Source: an optimization exercise on an open RTL-to-GDS flow (aim: small area, a short achievable clock period and few clock cycles per item). Production flows keep margins and buffers that such runs may drop. Function was checked by simulation only, so behaviour that the tests miss may differ from the original.

==> inputs of try-pepper <==
==> flow/design.v (excerpt) <==
module lenet5_conv2 (
    input          clk               ,
    input          areset            ,
    input          i_run             ,
    output         o_idle            ,
    output         o_run             ,
    output         o_en_err          ,
    output         o_n_ready         ,
    output         o_ot_done         ,
    output         o_ot_valid        ,
    output [0 : 0] o_ot_ox_b_idx     ,
    output [2 : 0] o_ot_ox_t_idx     ,
    output [3 : 0] o_ot_oy_idx       ,
    output [1 : 0] o_ot_och_b_idx    ,
    output [31: 0] o_ot_och_t_otfmap ,
    output [8 : 0] b_o_infmap_addr   ,
    output         b_o_infmap_ce     ,
    output         b_o_infmap_we     ,
    input  [31: 0] b_i_infmap_q      ,
    output [8 : 0] b_o_weight_addr   ,
    output         b_o_weight_ce     ,
    output         b_o_weight_we     ,
    input  [39: 0] b_i_weight_q      ,
    output [3 : 0] b_o_bias_addr     ,
    output         b_o_bias_ce       ,
    output         b_o_bias_we       ,
    input  [15: 0] b_i_bias_q
);
reg r_run;
reg r_en_err;
reg r_done;
reg r_n_ready;
always @(posedge clk) begin
    if (areset)
        r_run <= 1'b0;
    else if (i_run)
        r_run <= 1'b1;
    else if (r_done)
        r_run <= 1'b0;
end
always @(posedge clk) begin
    if (areset)
        r_en_err <= 1'b0;
  ...
export LEC_CHECK = 0
export CAP_MARGIN = 20
export CORE_MARGIN = 2
export CORE_UTILIZATION = 40
export PLACE_DENSITY = 0.6
export SLEW_MARGIN = 20
export SYNTH_HIERARCHICAL = 1
export SYNTH_MINIMUM_KEEP_SIZE = 0
create_clock -name core_clock -period 10.0 [get_ports {clk}]
standard.sh (not shown) runs the stock make flow with config.mk's settings and CLKGATE_MAP_FILE= SYNTH_SCRIPT=/design/flow/synth_recipe.tcl, a recipe that flattens the netlist after the stock synthesis.
==> flow/flow/run.sh <==
#!/bin/bash
# The standard layout (standard.sh: ORFS synthesis to finish, unchanged),
# with a larger setup repair margin so that the resizer works on paths down
# to a 3.5 ns cycle instead of stopping at the 10 ns clock.  The clock and
# constraints are the standard flow's; only the repair target changes.  make's output
# goes to make.log here, each ORFS step's log to orfs/logs/.
set -euo pipefail
bash standard.sh SETUP_SLACK_MARGIN=6.5 finish > make.log 2>&1
==> try-umber (differences from try-pepper) <==
--- a/flow/design.v
+++ b/flow/design.v
@@ -990,11 +990,11 @@
 reg [1:0] pf_j;
 reg [2:0] pf_ky;
 reg [2:0] pf_c;
 reg [1:0] pf_b;
 reg [3:0] pf_y;
-reg [1:0] st_d;      
+reg [2:0] st_d;      
 reg       wf_act;
 reg [1:0] wf_j;
 reg [2:0] wf_ky;
 reg [2:0] wf_c;
 reg [1:0] wf_b;
@@ -1029,24 +1029,24 @@
         end
     end
 end
 always @(posedge clk) begin
     if (areset)
-        st_d <= 2'd0;
+        st_d <= 3'd0;
     else
-        st_d <= {st_d[0], i_run};
+        st_d <= {st_d[1:0], i_run};
 end
 always @(posedge clk) begin
     if (areset)
         wf_act <= 1'b0;
-    else if (st_d[1])
+    else if (st_d[2])
         wf_act <= 1'b1;
     else if (wf_end)
         wf_act <= 1'b0;
 end
 always @(posedge clk) begin
-    if (st_d[1] || !wf_act) begin
+    if (st_d[2] || !wf_act) begin
         wf_j <= 2'd0; wf_ky <= 3'd0; wf_c <= 3'd0; wf_b <= 2'd0; wf_y <= 4'd0;
     end else begin
         wf_j <= wf_j + 2'd1;
         if (wf_j == 2'd3) begin
             wf_ky <= (wf_ky == 3'd4) ? 3'd0 : wf_ky + 3'd1;
@@ -1061,29 +1061,37 @@
         end
     end
 end
 wire [3:0] pf_r    = pf_y + {1'b0, pf_ky};
 wire [6:0] pf_r7   = {pf_r, 3'b000} - {3'b000, pf_r};
-wire [8:0] pf_addr = pf_c * 9'd49 + {3'b0, pf_r7[6:1]} + {7'b0, pf_j};
+reg [8:0] pa_c;
+reg [5:0] pa_r;
 reg [8:0] r_i_addr;
-reg       r_i_ce;
+reg       pa_ce, r_i_ce;
 always @(posedge clk) begin
-    r_i_addr <= pf_addr;
-    if (areset)
+    pa_c     <= pf_c * 9'd49 + {7'b0, pf_j};
+    pa_r     <= pf_r7[6:1];
+    r_i_addr <= pa_c + {3'b0, pa_r};
+    if (areset) begin
+        pa_ce  <= 1'b0;
         r_i_ce <= 1'b0;
-    else
-        r_i_ce <= pf_act;
+    end else begin
+        pa_ce  <= pf_act;
+        r_i_ce <= pa_ce;
+    end
 end
 wire [3:0] wf_o    = {wf_b, wf_j};
-wire [8:0] wf_addr = wf_o * 9'd30 + wf_c * 9'd5 + {6'b0, wf_ky};
-reg [8:0] r_w_addr1, r_w_addr;
+reg [8:0] wa_o;
+reg [4:0] wa_ck;
+reg [8:0] r_w_addr;
 reg       r_w_ce1, r_w_ce;
 reg [3:0] r_b_addr;
 reg       r_b_ce;
 always @(posedge clk) begin
-    r_w_addr1 <= wf_addr;
-    r_w_addr  <= r_w_addr1;
+    wa_o      <= wf_o * 9'd30;
+    wa_ck     <= wf_c * 5'd5 + {2'b0, wf_ky};
+    r_w_addr  <= wa_o + {4'b0, wa_ck};
     r_b_addr  <= wf_o;
     if (areset) begin
         r_w_ce1 <= 1'b0;
         r_w_ce  <= 1'b0;
         r_b_ce  <= 1'b0;
@@ -1106,24 +1114,24 @@
 always @(posedge clk) begin
     stg0 <= b_i_infmap_q;
     stg1 <= stg0;
     stg2 <= stg1;
 end
-reg [1:0] rl_d;      
-reg [1:0] ro_d;      
+reg [2:0] rl_d;      
+reg [2:0] ro_d;      
 always @(posedge clk) begin
     if (areset)
-        rl_d <= 2'd0;
+        rl_d <= 3'd0;
     else
-        rl_d <= {rl_d[0], pf_act && (pf_j == 2'd3)};
-    ro_d <= {ro_d[0], pf_r[0]};
+        rl_d <= {rl_d[1:0], pf_act && (pf_j == 2'd3)};
+    ro_d <= {ro_d[1:0], pf_r[0]};
 end
 reg  [111:0] row_r;
 wire [127:0] row_w = {b_i_infmap_q, stg0, stg1, stg2};
 always @(posedge clk) begin
-    if (rl_d[1])
-        row_r <= ro_d[1] ? row_w[127:16] : row_w[111:0];
+    if (rl_d[2])
+        row_r <= ro_d[2] ? row_w[127:16] : row_w[111:0];
 end
 reg [19:0] bo_one, bo_two, bo_neg, bo_negb;
 reg [15:0] bias_r;
 reg [8:0]  bo_nsum;      
 integer t, k;
--- a/flow/config.mk
+++ b/flow/config.mk
@@ -6,9 +6,9 @@
 export NUM_CORES = 4
 export LEC_CHECK = 0
 export CAP_MARGIN = 20
 export CORE_MARGIN = 2
 export CORE_UTILIZATION = 40
-export PLACE_DENSITY = 0.6
+export PLACE_DENSITY = 0.5
 export SLEW_MARGIN = 20
 export SYNTH_HIERARCHICAL = 1
 export SYNTH_MINIMUM_KEEP_SIZE = 0
==> run notes <==
| metric | try-umber | try-pepper |
|---|---|---|
| Area taken by flip-flops and latches | 0.0474 mm^2 | 0.0470 mm^2 |
| Global-route total usage across every layer | 0.342 | 0.308 |
| Post-route setup slack | 6.38 ns | 6.31 ns |
| Number of buffers created by CTS | 277 | 262 |
| Hold slack | 0.279 ns | 0.293 ns |
| Clock latency on the worst-skew pair | 0.95 ns | 0.99 ns |
| Ant. Diodes | 37 | 54 |
| Status | timing/DRC/antenna clean | timing/DRC/antenna clean |
| Clock sinks | 2295 | 2273 |
| Worst path max stage delay | 0.52 ns | 0.59 ns |
| Data required time of the critical path | 10.78 ns | 10.77 ns |
| Final clock skew | 0.0692 ns | 0.105 ns |
| Arrival time worst endpoint | 4.40 ns | 4.45 ns |
| Startpoint of the tightest hold check path | u[8].acc_c[22] | u[7].acc_c[22] |
Testbench counts of try-pepper, summed over its fixed seeds: cycles 231,264, images 48.
Testbench counts of try-umber, summed over its fixed seeds: cycles 231,312, images 48.

re-timing with driven ports:
In the flow no input, the clock included, has a driving cell. The finished layouts below were timed again as built, in two steps.
Step 1, drivers: a clkbuf_16 drives clk and a buf_2 each remaining input, both assumed.
Step 2 moves the port delays by t, midway between the first and last clock arrival at a register: inputs arrive t later, outputs are due t later. That takes back most of the time a late clock gives input paths.
Three values: ideal ports, drivers, drivers and shift; two values: the first two.
run	shift t [ns]	setup slack, ns	latest minus earliest clock arrival (ns)	slew at the worst register clock pin (ns)	worst slew at a driven data input, ns
try-pepper	1.034	6.314 / 6.314 / 5.543	0.121 / 0.120	0.07 / 0.07	0.10
try-umber	1.035	6.377 / 6.377 / 5.584	0.080 / 0.080	0.07 / 0.07	0.12
After both steps every run listed still meets setup and hold. For try-umber, which loses most, drivers alone change the setup slack by 0.000 ns; drivers and shift together by -0.793 ns.
